Context: an optimization exercise on an open-source flow, tuned for small area. The choices shown serve that exercise and are no tape-out recipe. Only simulation tests tie the RTL to the original design; equivalence was not proved. No activity file was given, so power comes from the tool's default toggle rates.

File: design/flow/design.v
module vga640x480(
    input wire i_clk,            
    input wire i_pix_stb,        
    input wire i_rst,            
    output wire o_hs,            
    output wire o_vs,            
    output wire o_blanking,      
    output wire o_active,        
    output wire o_screenend,     
    output wire o_animate,       
    output wire [9:0] o_x,       
    output wire [8:0] o_y        
    );
    localparam HS_STA = 16;               
    localparam HS_END = 16 + 96;          
    localparam HA_STA = 16 + 96 + 48;     
    localparam VS_STA = 480 + 10;         
    localparam VS_END = 480 + 10 + 2;     
    localparam VA_END = 480;              
    localparam LINE   = 800;              
    localparam SCREEN = 525;              
    reg [9:0] h_count;   
    reg [9:0] v_count;   
    assign o_hs = ~((h_count >= HS_STA) & (h_count < HS_END));
    assign o_vs = ~((v_count >= VS_STA) & (v_count < VS_END));
    assign o_x = (h_count < HA_STA) ? 0 : (h_count - HA_STA);
    assign o_y = (v_count >= VA_END) ? (VA_END - 1) : (v_count);
    assign o_blanking = ((h_count < HA_STA) | (v_count > VA_END - 1));
    assign o_active = ~((h_count < HA_STA) | (v_count > VA_END - 1)); 
    assign o_screenend = ((v_count == SCREEN - 1) & (h_count == LINE));
    assign o_animate = ((v_count == VA_END - 1) & (h_count == LINE));
    always @ (posedge i_clk)
    begin
        if (i_rst)   
        begin
            h_count <= 0;
            v_count <= 0;
        end
        if (i_pix_stb)   
        begin
            if (h_count == LINE)   
            begin
                h_count <= 0;
                v_count <= v_count + 1;
            end
            else 
                h_count <= h_count + 1;
            if (v_count == SCREEN)   
                v_count <= 0;
        end
    end
endmodule
module rectangle(
    input wire [31:0] s_x,
    input wire [31:0] s_y,
    input wire [31:0] wi,
    input wire [31:0] he,
    input wire [31:0] x,
    input wire [31:0] y,
    output wire rect
    );
    assign rect =
        x >= s_x &
        x < s_x + wi &
        y >= s_y &
        y < s_y + he;
endmodule
module ssd_vga(
	 input wire CLK,
    input wire [31:0] s_x,      
    input wire [31:0] s_y,      
    input wire [3:0] number,    
    input wire [31:0] x,        
    input wire [31:0] y,        
    output wire digit           
    );
    reg [6:0] lines;
    always @ (posedge CLK)
	 begin
        case (number)
        4'd0: lines = 7'b0111111;
        4'd1: lines = 7'b0000110;
        4'd2: lines = 7'b1011011;
        4'd3: lines = 7'b1001111;
        4'd4: lines = 7'b1100110;
        4'd5: lines = 7'b1101101;
        4'd6: lines = 7'b1111101;
        4'd7: lines = 7'b0000111;
        4'd8: lines = 7'b1111111;
        4'd9: lines = 7'b1101111;
        endcase
    end
    wire [6:0] rectangle_vs;
    rectangle rectangle0(
        s_x + 10, s_y,
        30, 10, x, y, rectangle_vs[0]);
    rectangle rectangle6(
        s_x + 10, s_y + 40,
        30, 10, x, y, rectangle_vs[6]);
    rectangle rectangle3(
        s_x + 10, s_y + 80,
        30, 10, x, y, rectangle_vs[3]);
    rectangle rectangle5(
        s_x, s_y + 10,
        10, 30, x, y, rectangle_vs[5]);
    rectangle rectangle1(
        s_x + 40, s_y + 10,
        10, 30, x, y, rectangle_vs[1]);
    rectangle rectangle4(
        s_x, s_y + 50,
        10, 30, x, y, rectangle_vs[4]);
    rectangle rectangle2(
        s_x + 40, s_y + 50,
        10, 30, x, y, rectangle_vs[2]);
	     assign digit = lines[0] & rectangle_vs[0] |
		  lines[1] & rectangle_vs[1] | lines[2] & rectangle_vs[2] | lines[3] & rectangle_vs[3] | 
		  lines[4] & rectangle_vs[4] | lines[5] & rectangle_vs[5] | lines[6] & rectangle_vs[6];	 
endmodule
module random_gen (
    input CLK,
    input reset,
    output rnd1,
    output rnd3,
    output rnd7,
    output rnd8,
    output rnd11
    );
wire feedback = random[7] ^ random[9] ^ random[11] ^ random[3]; 
reg [12:0] random, random_next, random_done;
reg [3:0] count, count_next;  
always @ (posedge CLK)
begin
 if (reset)
 begin
  random <= 13'hF;  
  count <= 0;
 end
 else
 begin
  random <= random_next;
  count <= count_next;
 end
  random_next <= {random[11:0], feedback};  
  count_next <= count + 1;
 if (count == 13)
 begin
  count <= 0;
  random_done <= random;  
 end
end
assign rnd1 = random_done[1];
assign rnd3 = random_done[3];
assign rnd7 = random_done[7];
assign rnd8 = random_done[8];
assign rnd11 = random_done[11];
endmodule
module Pinball(
    input wire CLK,              
    input wire RST_BTN,          
	 input wire plunger_BTN,		   
	 input wire flipper_left,	   
	 input wire flipper_right,	   
    output wire VGA_HS_O,        
    output wire VGA_VS_O,        
    output wire [7:0] VGA_R,     
    output wire [7:0] VGA_G,     
    output wire [7:0] VGA_B,      
    output wire clk_25MHz 
	 );
	 wire digit_count = ~RST_BTN;
	 wire t0, t1, t2, t3, p0, p1, p2, p3;
	 wire hexagon1, hexagon2, plunger;
    wire rst = ~RST_BTN;     
	 assign clk_25MHz = pix_stb;
    wire [9:0] x;   
    wire [8:0] y;   
    wire animate;   
    reg [15:0] cnt;
    reg pix_stb;
    always @(posedge CLK)
        if (rst)
            {pix_stb, cnt} <= 17'd0;
        else
            {pix_stb, cnt} <= cnt + 16'h8000;   
    vga640x480 display (
        .i_clk(CLK),
        .i_pix_stb(pix_stb),
        .i_rst(rst),
        .o_hs(VGA_HS_O), 
        .o_vs(VGA_VS_O), 
        .o_x(x), 
        .o_y(y),
        .o_animate(animate)
    );
	 integer counter_time;
	 integer s0;	 
	 integer s1;	 
	 integer m0;	 
	 integer m1; 	 
	 always @ (posedge CLK)
	 begin	
		if (rst)
		begin
			 counter_time <=0;
			 s0 <= 0;
			 s1 <= 0;
			 m0 <= 0;
			 m1 <= 0; 
		end
		else if ((counter_time == 99_999)&(s0 == 9)&(s1 == 5)&(m0 == 9))
		begin
			counter_time <= 0;
			s0 <= 0;
			s1 <= 0;
			m0 <= 0;
			m1 <= m1+1;
		end
		else if ((counter_time == 99_999)&(s0 == 9)&(s1 == 5))
		begin
			counter_time <= 0;
			s0 <= 0;
			s1 <= 0;
			m0 <= m0+1;
		end
		else if ((counter_time == 99_999)&(s0 == 9))
		begin
			counter_time <= 0;
			s0 <= 0;
			s1 <= s1+1;
		end
		else if (counter_time == 99_999)
		begin
			counter_time <= 0;
			s0 <= s0+1;
		end
		else
			counter_time <= counter_time +1;
	 end	 
		 ssd_vga time3 (
				CLK, 350, 100, m1, x, y, t3);
		 ssd_vga time2 (
				CLK, 410, 100, m0, x, y, t2);
		 ssd_vga time1 (
				CLK, 500, 100, s1, x, y, t1);
		 ssd_vga time0 (
				CLK, 560, 100, s0, x, y, t0);
		 ssd_vga pt3 (
			CLK, 365, 300, point3, x, y, p3);
		 ssd_vga pt2 (
			CLK, 425, 300, point2, x, y, p2);
		 ssd_vga pt1 (
			CLK, 485, 300, point1, x, y, p1);
		 ssd_vga pt0 (
			CLK, 545, 300, point0*5, x, y, p0);
	 integer timecounter;
	 wire flag_collision;		 
	 wire flag_velocityset;		 
	 wire flag_move;			 
	 wire flag_point;			 
	 assign flag_collision = timecounter == 100_000;
	 assign flag_velocityset = timecounter == 150_000;
	 assign flag_move = timecounter == 200_000;
	 assign flag_point = timecounter == 300_000;
	 always @ (posedge CLK)
	 begin
		if (rst | animate)
			timecounter <= 0;		 
		else
			timecounter <= timecounter +1;
		end
	 localparam integer max_x = 640;   
	 localparam integer max_y = 480;  
	 localparam integer top_edge_in = 10;
	 localparam integer left_edge_in = 10;
	 localparam integer left_edge_bottom = 370;
	 localparam integer right_edge_in = 270;
	 localparam integer right_edge_out = 280;
	 localparam integer right_edge_bottom = 370;
	 localparam integer left_parallel_top = 369;
	 localparam integer left_parallel_bottom = 431;
	 localparam integer right_parallel_top = 369;
	 localparam integer right_parallel_bottom = 431;
	 wire border;
	 wire top_edge;
	 wire left_edge;
	 wire right_edge;
	 wire left_parallel;
	 wire right_parallel;
	 assign top_edge = ((x > 0)&(x <= right_edge_out) & (y > 0)&(y < top_edge_in));
	 assign left_edge = ((x > 0)&(x < left_edge_in) & (y > 0)&(y < left_edge_bottom));
	 assign right_edge = ((x > right_edge_in)&(x <= right_edge_out) & (y > 0)&(y < right_edge_bottom));
	 assign left_parallel= ((y-x >= 361)&(y-x <= 370) & (y > left_parallel_top)&(y < left_parallel_bottom));
	 assign right_parallel= ((x+y >= 641)&(x+y <= 650) & (y > right_parallel_top)&(y < right_parallel_bottom));
    assign border =
	 ((top_edge|left_edge|right_edge|left_parallel|right_parallel)&(x>0)&(x<640)&(y>0)&(y<480));	 
	 wire flipper_left_vga;
	 integer counter_8_left;
	 reg trigger_left;
	 integer flipper_left_state;
	 always @(posedge CLK)
	 begin	
		if (rst)
		begin
			counter_8_left <= 0;
			flipper_left_state <= 0;
			trigger_left <= 1'b0;
		end
		else begin
		if ((flipper_left==1'b0) || trigger_left == 1)
		begin
			trigger_left <=1;
			if (counter_8_left == 781_250)
			begin
				flipper_left_state <= flipper_left_state + 1;
				counter_8_left <=0;								
			end		
			else
				counter_8_left <= counter_8_left+1;		
		end
		if (flipper_left_state == 16)
		begin
			flipper_left_state <= 2'd0;
			trigger_left <= 1'b0;
		end
		end
	 end
	 assign flipper_left_vga = ((((x-65)*(x-65))+((y-431)*(y-431)) < 3601)&
		 (((y-x >= 361)&(y-x <= 371) & (y >= 431) &((flipper_left_state == 0)|(flipper_left_state == 16))) |				 
		 ((3*y-2*x >= 1153)&(y-x <= 371) & (y >= 431) & ((flipper_left_state == 1)|(flipper_left_state == 15))) |		 
		 ((5*y-2*x >= 2015)&(3*y-2*x <= 1173) & (y >= 431) &((flipper_left_state == 2)|(flipper_left_state == 14))) |	 
		 ((5*y-x >= 2085)&(5*y-2*x <= 2035) & (y >= 431) &((flipper_left_state == 3)|(flipper_left_state == 13))) |		 
		 ((y >= 431) & (5*y-x <= 2095) &((flipper_left_state == 4)|(flipper_left_state == 12))) |								 
		 ((5*y+x >= 2215) & (y <= 431) &((flipper_left_state == 5)|(flipper_left_state == 11))) |								 
		 ((5*y+2*x >= 2275)&(5*y+x <= 2225) & (y <= 431) &((flipper_left_state == 6)|(flipper_left_state == 10))) |		 
		 ((3*y+2*x >= 1413)&(5*y+2*x <= 2295) & (y <= 431) &((flipper_left_state == 7)|(flipper_left_state == 9))) |	 
		 ((y+x >= 491)&(3*y+2*x <= 1433) & (y <= 431) &(flipper_left_state == 8))));												 
	 wire flipper_right_vga;
	 integer counter_8_right;
	 reg trigger_right;
	 integer flipper_right_state;
	 always @(posedge CLK)
	 begin	
		if (rst)
		begin
			counter_8_right <= 0;
			flipper_right_state <= 0;
			trigger_right <= 1'b0;
		end
		else begin
		if ((flipper_right==1'b0) || trigger_right == 1)
		begin
			trigger_right <=1;
			if (counter_8_right == 781_250)
			begin
				flipper_right_state <= flipper_right_state + 1;
				counter_8_right <=0;								
			end		
			else
				counter_8_right <= counter_8_right+1;		
		end
		if (flipper_right_state == 16)
		begin
			flipper_right_state <= 2'd0;
			trigger_right <= 1'b0;
		end
		end
	 end
	 assign flipper_right_vga = ((((x-215)*(x-215))+((y-431)*(y-431)) < 3601)&
		 (((y+x >= 641)&(y+x <= 650) & (y >= 431) &((flipper_right_state == 0)|(flipper_right_state == 16))) |				 
		 ((3*y+2*x >= 1713)&(y+x <= 650) & (y >= 431) & ((flipper_right_state == 1)|(flipper_right_state == 15))) |		 
		 ((5*y+2*x >= 2575)&(3*y+2*x <= 1731) & (y >= 431) &((flipper_right_state == 2)|(flipper_right_state == 14))) |	 
		 ((5*y+x >= 2365)&(5*y+2*x <= 2593) & (y >= 431) &((flipper_right_state == 3)|(flipper_right_state == 13))) |		 
		 ((y >= 431) & (5*y+x <= 2374) &((flipper_right_state == 4)|(flipper_right_state == 12))) |								 
		 ((5*y-x >= 1936) & (y <= 431) &((flipper_right_state == 5)|(flipper_right_state == 11))) |								 
		 ((5*y-2*x >= 1717)&(5*y-x <= 1945) & (y <= 431) &((flipper_right_state == 6)|(flipper_right_state == 10))) |		 
		 ((3*y-2*x >= 855)&(5*y-2*x <= 1735) & (y <= 431) &((flipper_right_state == 7)|(flipper_right_state == 9))) |	 
		 ((y-x >= 212)&(3*y-2*x <= 873) & (y <= 431) &(flipper_right_state == 8))));												 
	 localparam ball_r=7;
	 integer ball_x;
	 integer ball_y;
	 integer ball_x_f;
	 integer ball_y_f; 
	 wire [19:0] distance_ball;
	 assign distance_ball = (x-ball_x)*(x-ball_x)+(y-ball_y)*(y-ball_y);
	 wire ball;
	 assign ball = distance_ball < (ball_r*ball_r);
	 localparam circular_r=12;   
	 localparam circular1_x=96;
	 localparam circular1_y=180;
	 wire [19:0] distance_c1;
	 assign distance_c1 = (x-circular1_x)*(x-circular1_x)+(y-circular1_y)*(y-circular1_y);
	 wire circular1;
	 assign circular1 = distance_c1 < (circular_r*circular_r);
	 localparam circular2_x=184;
	 localparam circular2_y=180;
	 wire [19:0] distance_c2;
	 assign distance_c2 = (x-circular2_x)*(x-circular2_x)+(y-circular2_y)*(y-circular2_y);
	 wire circular2;
	 assign circular2 = distance_c2 < (circular_r*circular_r);
	 localparam  penalty_r=10;   
	 localparam penalty1_x=70;
	 localparam penalty1_y=120;
	 wire [19:0] distance_p1;
	 assign distance_p1 = (x-penalty1_x)*(x-penalty1_x)+(y-penalty1_y)*(y-penalty1_y);
	 wire penalty1;
	 assign penalty1 = distance_p1 < (penalty_r*penalty_r);
	 localparam penalty2_x=210;
	 localparam penalty2_y=120;
	 wire [19:0] distance_p2;
	 assign distance_p2 = (x-penalty2_x)*(x-penalty2_x)+(y-penalty2_y)*(y-penalty2_y);
	 wire penalty2;
	 assign penalty2 = distance_p2 < (penalty_r*penalty_r);
	 localparam integer hex_r = 20;
	 localparam integer hex1_x = 85;
	 localparam integer hex1_y = 280;
	 assign hexagon1 = ((((x==66)|(x==105))&(y<282)&(y>279))|(((x==67)|(x==104))&(y<284)&(y>277))|
	 (((x==68)|(x==103))&(y<286)&(y>275))|(((x==69)|(x==102))&(y<288)&(y>273))|(((x==70)|(x==101))&(y<290)&(y>271))|
	 (((x==71)|(x==100))&(y<292)&(y>269))|(((x==72)|(x==99))&(y<294)&(y>267))|(((x==73)|(x==98))&(y<296)&(y>265))|
	 (((x==74)|(x==97))&(y<298)&(y>263))|(((x==75)|(x==96))&(y<300)&(y>261))|((x<96)&(x>75)&(y<302)&(y>259)));
	 localparam integer hex2_x = 215;
	 localparam integer hex2_y = 280;
	 assign hexagon2 = ((((x==234)|(x==195))&(y<282)&(y>279))|(((x==233)|(x==196))&(y<284)&(y>277))|
	 (((x==232)|(x==197))&(y<286)&(y>275))|(((x==231)|(x==198))&(y<288)&(y>273))|(((x==230)|(x==199))&(y<290)&(y>271))|
	 (((x==229)|(x==200))&(y<292)&(y>269))|(((x==228)|(x==201))&(y<294)&(y>267))|(((x==227)|(x==202))&(y<296)&(y>265))|
	 (((x==226)|(x==203))&(y<298)&(y>263))|(((x==225)|(x==204))&(y<300)&(y>261))|((x<225)&(x>204)&(y<302)&(y>259)));
	 assign plunger = 
	 ((x >= 30)&(x < 33) & (y > 357)&(y < 393)) | 	 
	 ((x > 0)&(x < 33) & (y >357)&(y <= 360)); 		 
	 integer collision_state;				 
	 integer velocity_x_temp;
	 integer velocity_y_temp;
	 integer timer_left_parallel;			 
	 integer timer_right_parallel;			 
	 integer timer_left_flipper;
	 integer timer_right_flipper;
	 integer timer_c1;
	 integer timer_c2;
	 integer timer_p1;
	 integer timer_p2;
	 integer timer_h1;
	 integer timer_h2;
	 localparam integer disable_collision_frames = 8;  
	 reg point_c;							 
	 reg point_p;
	 reg point_h;
	 integer velocity_x;
	 integer velocity_y;
	 integer counter_collision_frame;
	 reg velocity_x_direction;
	 reg velocity_y_direction;
	 reg plunger_state;
	 wire random_direction [2:0];
	 wire random_direction0, random_direction1, random_direction2, random_directionx, random_directiony;
	 	random_gen hexa1 (
	CLK,
	rst,
	random_direction0,
	random_direction1,
	random_direction2,
	random_directionx,
	random_directiony);
	assign random_direction[0] = random_direction0;
	assign random_direction[1] = random_direction1;
	assign random_direction[2] = random_direction2;
	 integer point;
	 integer point0;
	 integer point1;
	 integer point2;
	 integer point3;
	 always @ (posedge CLK)
	 begin
	if(rst)
	begin
		 ball_x<=20;
		 ball_y<=370;
		 ball_x_f<=320;
		 ball_y_f<=5920;
		 collision_state <= 13;
		 timer_left_parallel <= 0;
		 timer_right_parallel <= 0;
		 timer_left_flipper <= 0;
		 timer_right_flipper <= 0;
		 timer_c1 <= 0;
		 timer_c2 <= 0;
		 timer_p1 <= 0;
		 timer_p2 <= 0;
		 timer_h1 <= 0;
		 timer_h2 <= 0;
		 velocity_x<=0;
		 velocity_y<=0;
		 velocity_x_direction <= 1;
		 velocity_y_direction <= 0;
		 counter_collision_frame <= 0;
		 plunger_state <= 1;			 
		 point0 <= 0;
		 point1 <= 0;
		 point2 <= 0;
		 point3 <= 0;
		 point <= 0;
		 point_c <= 0;
		 point_p <= 0;
		 point_h <= 0;
	end
	else begin
		if (flag_collision)
		begin
			if (ball_y <= 10+ball_r)  
			begin
				collision_state <= 0;
			end
			else if (ball_x <= 10 + ball_r )  
			begin
				collision_state <= 1;
			end
			else if (ball_x >= 270 - ball_r)  
			begin
				collision_state <= 2;
			end
			else if ((ball_y - ball_x >= 356)&(ball_y<=430)&(ball_x>=10)&(ball_y>369)&(ball_x<80)&(timer_left_parallel==0))  
			begin
				collision_state <= 3;
				timer_left_parallel <= disable_collision_frames;
			end
			else if ((ball_x + ball_y >= 636)&(ball_y<=430)&(ball_y > 369)&(ball_x<=270)&(ball_x > 60)&(timer_right_parallel==0))  
			begin
				collision_state <= 4;
				timer_right_parallel <= disable_collision_frames;
			end
			else if (ball & flipper_left_vga)  
			begin
				collision_state <= 5;
				timer_right_parallel <= disable_collision_frames;
			end
			else if (ball & flipper_right_vga )  
			begin
				collision_state <= 6;
				timer_right_parallel <= disable_collision_frames;
			end
			else if ((((ball_x-circular1_x)*(ball_x-circular1_x)+(ball_y-circular1_y)*(ball_y-circular1_y))<=(ball_r+circular_r)*(ball_r+circular_r))&(timer_c1==0))  
			begin
				collision_state <= 7;
				timer_c1 <= disable_collision_frames;
				point_c <= 1;
			end
			else if ((((ball_x-circular2_x)*(ball_x-circular2_x)+(ball_y-circular2_y)*(ball_y-circular2_y))<=(ball_r+circular_r)*(ball_r+circular_r))&(timer_c2==0))  
			begin
				collision_state <= 8;
				timer_c2 <= disable_collision_frames;
				point_c <= 1;
			end
			else if ((((ball_x-penalty1_x)*(ball_x-penalty1_x)+(ball_y-penalty1_y)*(ball_y-penalty1_y))<=(ball_r+penalty_r)*(ball_r+penalty_r))&(timer_p1==0))  
			begin
				collision_state <= 9;
				timer_p1 <= disable_collision_frames;
				point_p <= 1;
			end
			else if (((((ball_x-penalty2_x)*(ball_x-penalty2_x)+(ball_y-penalty2_y)*(ball_y-penalty2_y))<=(ball_r+penalty_r)*(ball_r+penalty_r)))&(timer_p2==0))  
			begin
				collision_state <= 10;
				timer_p2 <= disable_collision_frames;
				point_p <= 1;
			end
			else if (((((ball_x-hex1_x)*(ball_x-hex1_x)+(ball_y-hex1_y)*(ball_y-hex1_y))<=(ball_r+hex_r)*(ball_r+hex_r))&(timer_h1==0))|
						((((ball_x-hex2_x)*(ball_x-hex2_x)+(ball_y-hex2_y)*(ball_y-hex2_y))<=(ball_r+hex_r)*(ball_r+hex_r))&(timer_h2==0))) 
			begin
				collision_state <= 11;
				timer_h1 <= disable_collision_frames;
				timer_h2 <= disable_collision_frames;
				point_h <= 1;
			end
			else if (ball_y > 415)  
			begin
				collision_state <= 12;
				timer_h2 <= disable_collision_frames;
			end
			else
				collision_state <= 13;
			if (timer_left_parallel > 0)
				timer_left_parallel <= timer_left_parallel -1;
			if (timer_right_parallel > 0)
				timer_right_parallel <= timer_right_parallel -1;
			if (timer_left_flipper > 0)
				timer_left_flipper <= timer_left_flipper -1;
			if (timer_right_flipper > 0)
				timer_right_flipper <= timer_right_flipper -1;
			if (timer_c1 > 0)
				timer_c1 <= timer_c1 -1;
			if (timer_c2 > 0)
				timer_c2 <= timer_c2 -1;
			if (timer_p1 > 0)
				timer_p1 <= timer_p1 -1;
			if (timer_p2 > 0)
				timer_p2 <= timer_p2 -1;
			if (timer_h1 > 0)
				timer_h1 <= timer_h1 -1;
			if (timer_h2 > 0)
				timer_h2 <= timer_h2 -1;
		end
		if ((plunger_BTN==0)&plunger_state)	 
		begin
		 velocity_x<=100;
		 velocity_y<=150;
		 plunger_state <= 0;
		end
		velocity_x_temp = velocity_x;
		velocity_y_temp = velocity_y;
		if (flag_velocityset&(plunger_state == 0))
		begin
			case (collision_state)					 
				0:	velocity_y_direction <= 1;
				1:	velocity_x_direction <= 1;
				2:	velocity_x_direction <= 0;
				3: begin
					velocity_x <= 200;
					velocity_y <= 100;
					velocity_x_direction <= 1;
					velocity_x_direction <= 1;
				end
				4: begin
					velocity_x <= 200;
					velocity_y <= 100;
					velocity_x_direction <= 1;
					velocity_x_direction <= 1;						
				end
				7:begin
					velocity_x_direction <= ~velocity_x_direction;
					velocity_y_direction <= ~velocity_y_direction;
				end
				8:begin
					velocity_x_direction <= ~velocity_x_direction;
					velocity_y_direction <= ~velocity_y_direction;
				end
				9:begin
					velocity_x_direction <= ~velocity_x_direction;
					velocity_y_direction <= ~velocity_y_direction;
				end
				10:begin
					velocity_x_direction <= ~velocity_x_direction;
					velocity_y_direction <= ~velocity_y_direction;
				end
				11:begin
					velocity_x_direction <= random_directionx;
					velocity_y_direction <= random_directiony;
					case ({random_direction[0],random_direction[1],random_direction[2]})
						0:begin
							velocity_x <=120;
							velocity_y <=120;
						end
						1:begin
							velocity_x <=135;
							velocity_y <=90;
						end
						2:begin
							velocity_x <=150;
							velocity_y <=30;
						end
						3:begin
							velocity_x <=150;
							velocity_y <=15;
						end
						4:begin
							velocity_x <=150;
							velocity_y <=0;
						end
						5:begin
							velocity_x <=15;
							velocity_y <=150;
						end
						6:begin
							velocity_x <=30;
							velocity_y <=150;
						end
						7:begin
							velocity_x <=90;
							velocity_y <=135;
						end
					endcase
				end
				12: velocity_y_direction <= 0;
			endcase
		end
		if (flag_move&(plunger_state == 0))
		begin
			if (velocity_x_direction)					 
				ball_x_f <= ball_x_f + velocity_x;
			else
				ball_x_f <= ball_x_f - velocity_x;
			if (velocity_y_direction)					 
			begin
				ball_y_f <= ball_y_f + velocity_y;
				if (velocity_y < 250)
					velocity_y <= velocity_y +1;		 
			end
			else
			begin
				ball_y_f <= ball_y_f - velocity_y;
				if (velocity_y > 100)
					velocity_y <= velocity_y -1;		 
			end
			ball_x <= ball_x_f[12:4];
			ball_y <= ball_y_f[12:4];							
		end		
		if (flag_point)
		begin
			if (point_c)
			begin
				point <= point +2;
				point_c <= 0;
			end
			if (point_p)
			begin
					point <= point - 3;
					point_p <= 0;
			end
			if (point_h)
			begin
				point <= point + 4;
				point_h <= 0;
			end
			if (point > 0)
			begin
				point <= point -1;
				if ((point0 == 1 )&(point1 == 9)&(point2	== 9))
				begin
					point0 <= 0;
					point1 <= 0;
					point2 <= 0;
					point3 <= point3 + 1;
				end
				else if ((point0 == 1 )&(point1 == 9))
				begin
					point0 <= 0;
					point1 <= 0;
					point2 <= point2 + 1;
				end
				else if ((point0 == 1 ))
				begin
					point0 <= 0;
					point1 <= point1 + 1;
				end
				else
					point0 <= point0 + 1;
			end
			if (point < 0)
			begin
				point <= point + 1;
				if ((point0 == 0 )&(point1 == 0)&(point2	== 0))
				begin
					point0 <= 1;
					point1 <= 9;
					point2 <= 9;
					point3 <= point3 - 1;
				end
				else if ((point0 == 0 )&(point1 == 0))
				begin
					point0 <= 1;
					point1 <= 9;
					point2 <= point2 - 1;
				end
				else if (point0 == 0 )
				begin
					point0 <= 1;
					point1 <= point1 - 1;
				end
				else
					point0 <= point0 - 1;
			end
		end
	end
	 end
    assign VGA_R = {8{((border)|circular1|circular2|flipper_left_vga|flipper_right_vga|ball|(t3&(timer_c1>0))|(t2&(timer_c2>0))|(t1&(timer_h1>0))|(t0&(timer_h2>0))|p3|p2|(p1&(timer_p1>0))|(p0&(timer_p2>0)))}};	 
    assign VGA_G = {8{((border)|penalty1|penalty2|ball|plunger|t3|t2|t1|t0|p3|p2|p1|p0)}};													 
    assign VGA_B = {8{((border)|hexagon1|hexagon2|plunger|t3|t2|t1|t0|p3|p2|p1|p0)}};  																				 
endmodule
File: design/flow/run.sh
#!/bin/bash
# synth_recipe.tcl (not shown) runs the flow's synth.tcl, then flattens the netlist and writes it again
# the make line also repeats each setting of config.mk as NAME=value (left out here)
make -C /OpenROAD-flow-scripts/flow DESIGN_CONFIG=/design/flow/config.mk WORK_HOME=/design/flow/orfs CLKGATE_MAP_FILE= SYNTH_SCRIPT=/design/flow/synth_recipe.tcl finish
File: design/flow/config.mk
export PLATFORM = sky130hd
export DESIGN_NAME = Pinball
export DESIGN_NICKNAME = Pinball
export VERILOG_FILES = /design/flow/design.v
export SDC_FILE = /design/flow/constraint.sdc
export NUM_CORES = 4
export LEC_CHECK = 0
export CAP_MARGIN = 20
export CORE_MARGIN = 2
export CORE_UTILIZATION = 40
export SLEW_MARGIN = 20
File: design/flow/constraint.sdc
create_clock -name core_clock -period 25.0 [get_ports {CLK}]
set_input_delay 5.0000 -clock core_clock [delete_from_list [all_inputs] [get_ports {CLK}]]
set_output_delay 5.0000 -clock core_clock [all_outputs]
set_load 0.01 [all_outputs]
==> flow_results.org <==
** Drt
- The count of nets left with antenna violations once routing finished came out at 0.
- DRC violations left :: 0
- First DRT Iteration DRCs :: 7,987
- Total iterations of the first detailed-routing run :: 8
- Using the TritonRoute via totals, the vias-per-cell ratio works out to 5.280.
- Detailed routing inserted a total of 115,100 vias.
- After detailed routing, the total wire length is 387,800 um.
- Post-detailed-route wirelength per cell :: 17.78 um

** Worst setup path
- Slowest stage delay, CP :: 0.71 ns
- Capturing element type of the critical path :: output port
- The cell family contributing the most delay on the critical path is adder cells.
- Worst Path Class, Setup :: reg2out
- At the worst endpoint, the arrival time is 16.11 ns.
- Kind of launch point of the worst setup path :: flip-flop
- In this run the worst path has a maximum fanout of 24.
- The largest individual stage delay along the critical path comes from the cell fa_1.
- Data on the critical path is required at its endpoint by 20.00 ns.
- Number of buffer and inverter instances along the worst setup path :: 13
- Most numerous cell on the critical path :: inv_1

** Power
- Of the total power, the share spent switching nets is 50.93%.
- Internal Pwr Total :: 0.009350 W
- In this run the static leakage power is 72.16 nW.
- Maximum resistive drop on vdd :: 574.1 uV
- For this design the total switching power over the nets is 0.009704 W.
- Share of power burned in registers :: 7.8%
- Power density over the cells :: 125.5 nW/um^2
- The clock network accounts for 8.7% of the total power.
- Share of power burned in combinational logic :: 83.5%

** Clocking
- Deepest level of the CTS H-tree :: 3
- Number of buffers between clock root and the deepest sink :: 3
- At the later pin of the worst-skew pair, clock insertion delay measures 0.75 ns.
- The number of clock buffers added by TritonCTS is 106.
- The tree built by TritonCTS fans out to 911 sinks.
- Number of buffers inserted to repair setup after CTS :: 0
- Root buffer cell :: clkbuf_16
- Hold-fix buffer count after cts :: 0
- CTS tree :: yes
- Once the clock tree was built, the resizer swapped 0 gates to a different size.
- Clock-pin slew was measured on the worst setup and hold paths at 0.06 ns.

** Synthesis
- Commonest cells in the synthesized netlist :: inv_1 (3,249), fa_1 (1,995), nor2_1 (1,690), nand2_1 (1,358), ha_1 (1,336)
- The synthesized design spends more area on one cell type than any other, namely fa_1.
- In the synthesized netlist the async set-or-reset flop fraction comes to 0%.
- The number of different library cells used by synthesis comes to 101.
- During synthesis, Yosys emitted a total of 28 warnings.
- Synthesized area divided by synthesized cell count :: 8.283 sq um
- Summed over its instances, the top area cell type makes up 28.06% of the synthesized netlist area.
- Most used standard cell by instance count after synthesis :: inv_1
- Top cells by area, synth :: fa_1 (28%), dfxtp_1 (12%), ha_1 (12%)
- For this run, the leading register cell type out of synthesis is dfxtp_1.
- The synthesized design contains 911 register bits.
- Sequential elements use 13.31% of the synthesized area.
- The synthesized design contains 71 enable-type register cells.
- In this run the cell area of the synthesized design comes to 142,300 sq um.
- After technology mapping, the gate count stands at 17,180.

** Die
- Placement row count :: 219
- Top-Level Pins :: 32
- After floorplanning, the core was sized to cover 355,100 sq um.
- The die covers 360,600 sq um.
- Die width :: 600.5 um
- Die height :: 600.5 um
- Initial Util :: 40.08%

** Cells and area
- Summed area of non-filler cells in the final layout :: 151,800 sq um
- Util after Layout :: 42.75%
- Layout cells sized above 1 :: 3.249%
- The final layout contains 20,300 nets.
- Post-synthesis to final-layout area growth :: 6.663%
- Summing all multi-input logic gate instances after layout gives 109,000 sq um.
- After filler insertion, the fill cell instance count of the layout stands at 35,870.
- Reg area :: 18,950 sq um

** Timing
- Period Utilization, post-route :: 84.44%
- Crit path setup slack, layout :: 3.891 ns
- Measured against its own limit, the worst slew margin works out to 18.57%.
- Final-report max-slew violation count :: 0
- Counting I/O delays and the setup requirement, the final critical path takes 21.11 ns.
- Tightest Pin Transition :: 1.217 ns
- The clock arrives with 0.07538 ns of skew.
- Final hold violation count :: 0
- Setup repair after global routing left no endpoint under its margin.
- Accumulated negative setup slack :: 0 ns
- Setup violations remaining at the end of the flow were counted as 0.
- Based on the critical path, the design can be clocked at up to 47.37 MHz.

** Placed design
- The HPWL after detailed placement is 309,300 um.
- The placed instances occupy a cell area of 148,100 sq um.
- Port-buffer cells :: 31
- RePlAce Congestion :: 0.9704
- At the placement stage, the worst setup path has a slack of 4.922 ns.

** Global route
- The number of global-route vias before repair came to 115,200.
- The first global-routing pass estimated 629,000 um of wire.
- The initial antenna violation count came to 8.
- Entering global routing, the biggest net connects 89 pins.
- Sum of overflow across all layers after global routing :: 0
- GR Util All Layers :: 21.42%

** Job
- Number of max-cap violations :: 0

** Hold path
- The worst hold path belongs to the class reg2reg.

** Status
- Result of the run :: complete, no violations
==> worst reg2reg max path: cells and delay by family (launching register included) <==
kind / cells / cell delay, ns
xor+xnor: 3 / 0.61
fa+ha+maj: 13 / 6.20
simple gates: 8 / 2.04
compound gates: 13 / 4.71
flops: 1 / 0.30
buf+inv: 13 / 2.07
==> worst paths after layout <==
path	start	endpoint	slack [ns]	cells past startpoint
worst max-delay path	display.v_count[6]	VGA_R[6]	3.89	47
worst min-delay path	hexa1.random[0]	hexa1.random_next[1]	0.30	0
worst max register to register	display.v_count[6]	timer_right_parallel[29]	8.97	50
worst min register to register	hexa1.random[0]	hexa1.random_next[1]	0.30	0
==> cells by family (layout without fill, tap and decap cells) <==
logic type | after synthesis | count (layout) | share of synthesized area (%)
adder cells (fa/ha/maj) | 3333 | 3333 | 39.82
other | 1 | 7 | 0.002635
AND/OR/NAND/NOR | 5201 | 5201 | 17.24
flip-flops | 911 | 911 | 13.31
XOR/XNOR | 1097 | 1097 | 6.770
AO/OA/AOI/OAI | 2709 | 2709 | 12.12
multiplexers | 65 | 65 | 0.4765
buffers and inverters | 3865 | 3733 | 10.26
==> placed cells by master (no fill, tap or decap), drive strengths merged, types with 139 or more instances in the layout <==
| cell | instances |
|---|---|
| nand2 | 1358 |
| fa | 1995 |
| nor2 | 1692 |
| or3 | 200 |
| nand2b | 169 |
| xor2 | 431 |
| nor3 | 369 |
| dfxtp | 840 |
| nand4 | 159 |
| a21oi | 842 |
| a21o | 139 |
| xnor2 | 664 |
| o21ai | 611 |
| ha | 1336 |
| and3 | 163 |
| inv | 3266 |
| nand3 | 374 |
| buf | 192 |
| nor4 | 180 |
==> through the flow <==
stage	cells	total power [W]	hold WS [ns]
2_1_floorplan	17190	0.01416	0.3096
3_3_place_gp	21600	0.01723	0.3111
3_5_place_dp	21600	0.01743	0.3121
4_1_cts	21800	0.01921	0.3049
5_1_grt	21810	0.02160	0.3324
6_report	21810	0.01905	0.2983
==> cell type report <==
cell class | instances | area share (%)
tap | 4751 | 3.916
inverter | 3311 | 8.192
multi-input combinational | 12410 | 71.79
clock buffer | 135 | 1.913
timing repair buffer | 224 | 1.161
clock inverter | 63 | 0.5423
sequential | 911 | 12.48
antenna | 3 | 0.004945
==> layer usage <==
layer	part of all wire [%]	GRT usage, %	vias up
met5	0.015	0	-
met2	45	34.47	2943
met1	46	30.33	56270
met3	5.7	2.347	576
li1	-	-	55330
met4	3.1	6.089	8
==> power by group through the flow <==
stage | registers (W) | logic (W) | clock network [W]
CTS | 0.00148 | 0.0160 | 0.00170
floorplan | 0.00151 | 0.0127 | 0
detailed placement | 0.00151 | 0.0159 | 0
global placement | 0.00151 | 0.0157 | 0
global route | 0.00148 | 0.0184 | 0.00176
finish | 0.00148 | 0.0159 | 0.00166

[re-timing with driven ports]
How much do the figures lean on ideal ports? The routed layout below was timed once more, with nothing changed but the port constraints. Step 1 assumes that a clkbuf_16 drives the clock port and a buf_2 every other input. Step 2, shift: input delay + t, output delay - t, t = (earliest + latest rising clock arrival at the registers) / 2. This alone moves slack from input paths to output paths. Slacks: no drivers / after step 1 / after step 2; pairs: no drivers / after step 1.
t, ns: 0.800
slack for setup (ns): 3.891 / 3.806 / 4.606
worst setup path at the end: register to output
worst data-port slew with drivers (ns): 0.06
After both steps this run still meets setup and hold. For this run, drivers alone change the setup slack by -0.085 ns; drivers and shift together by +0.715 ns.
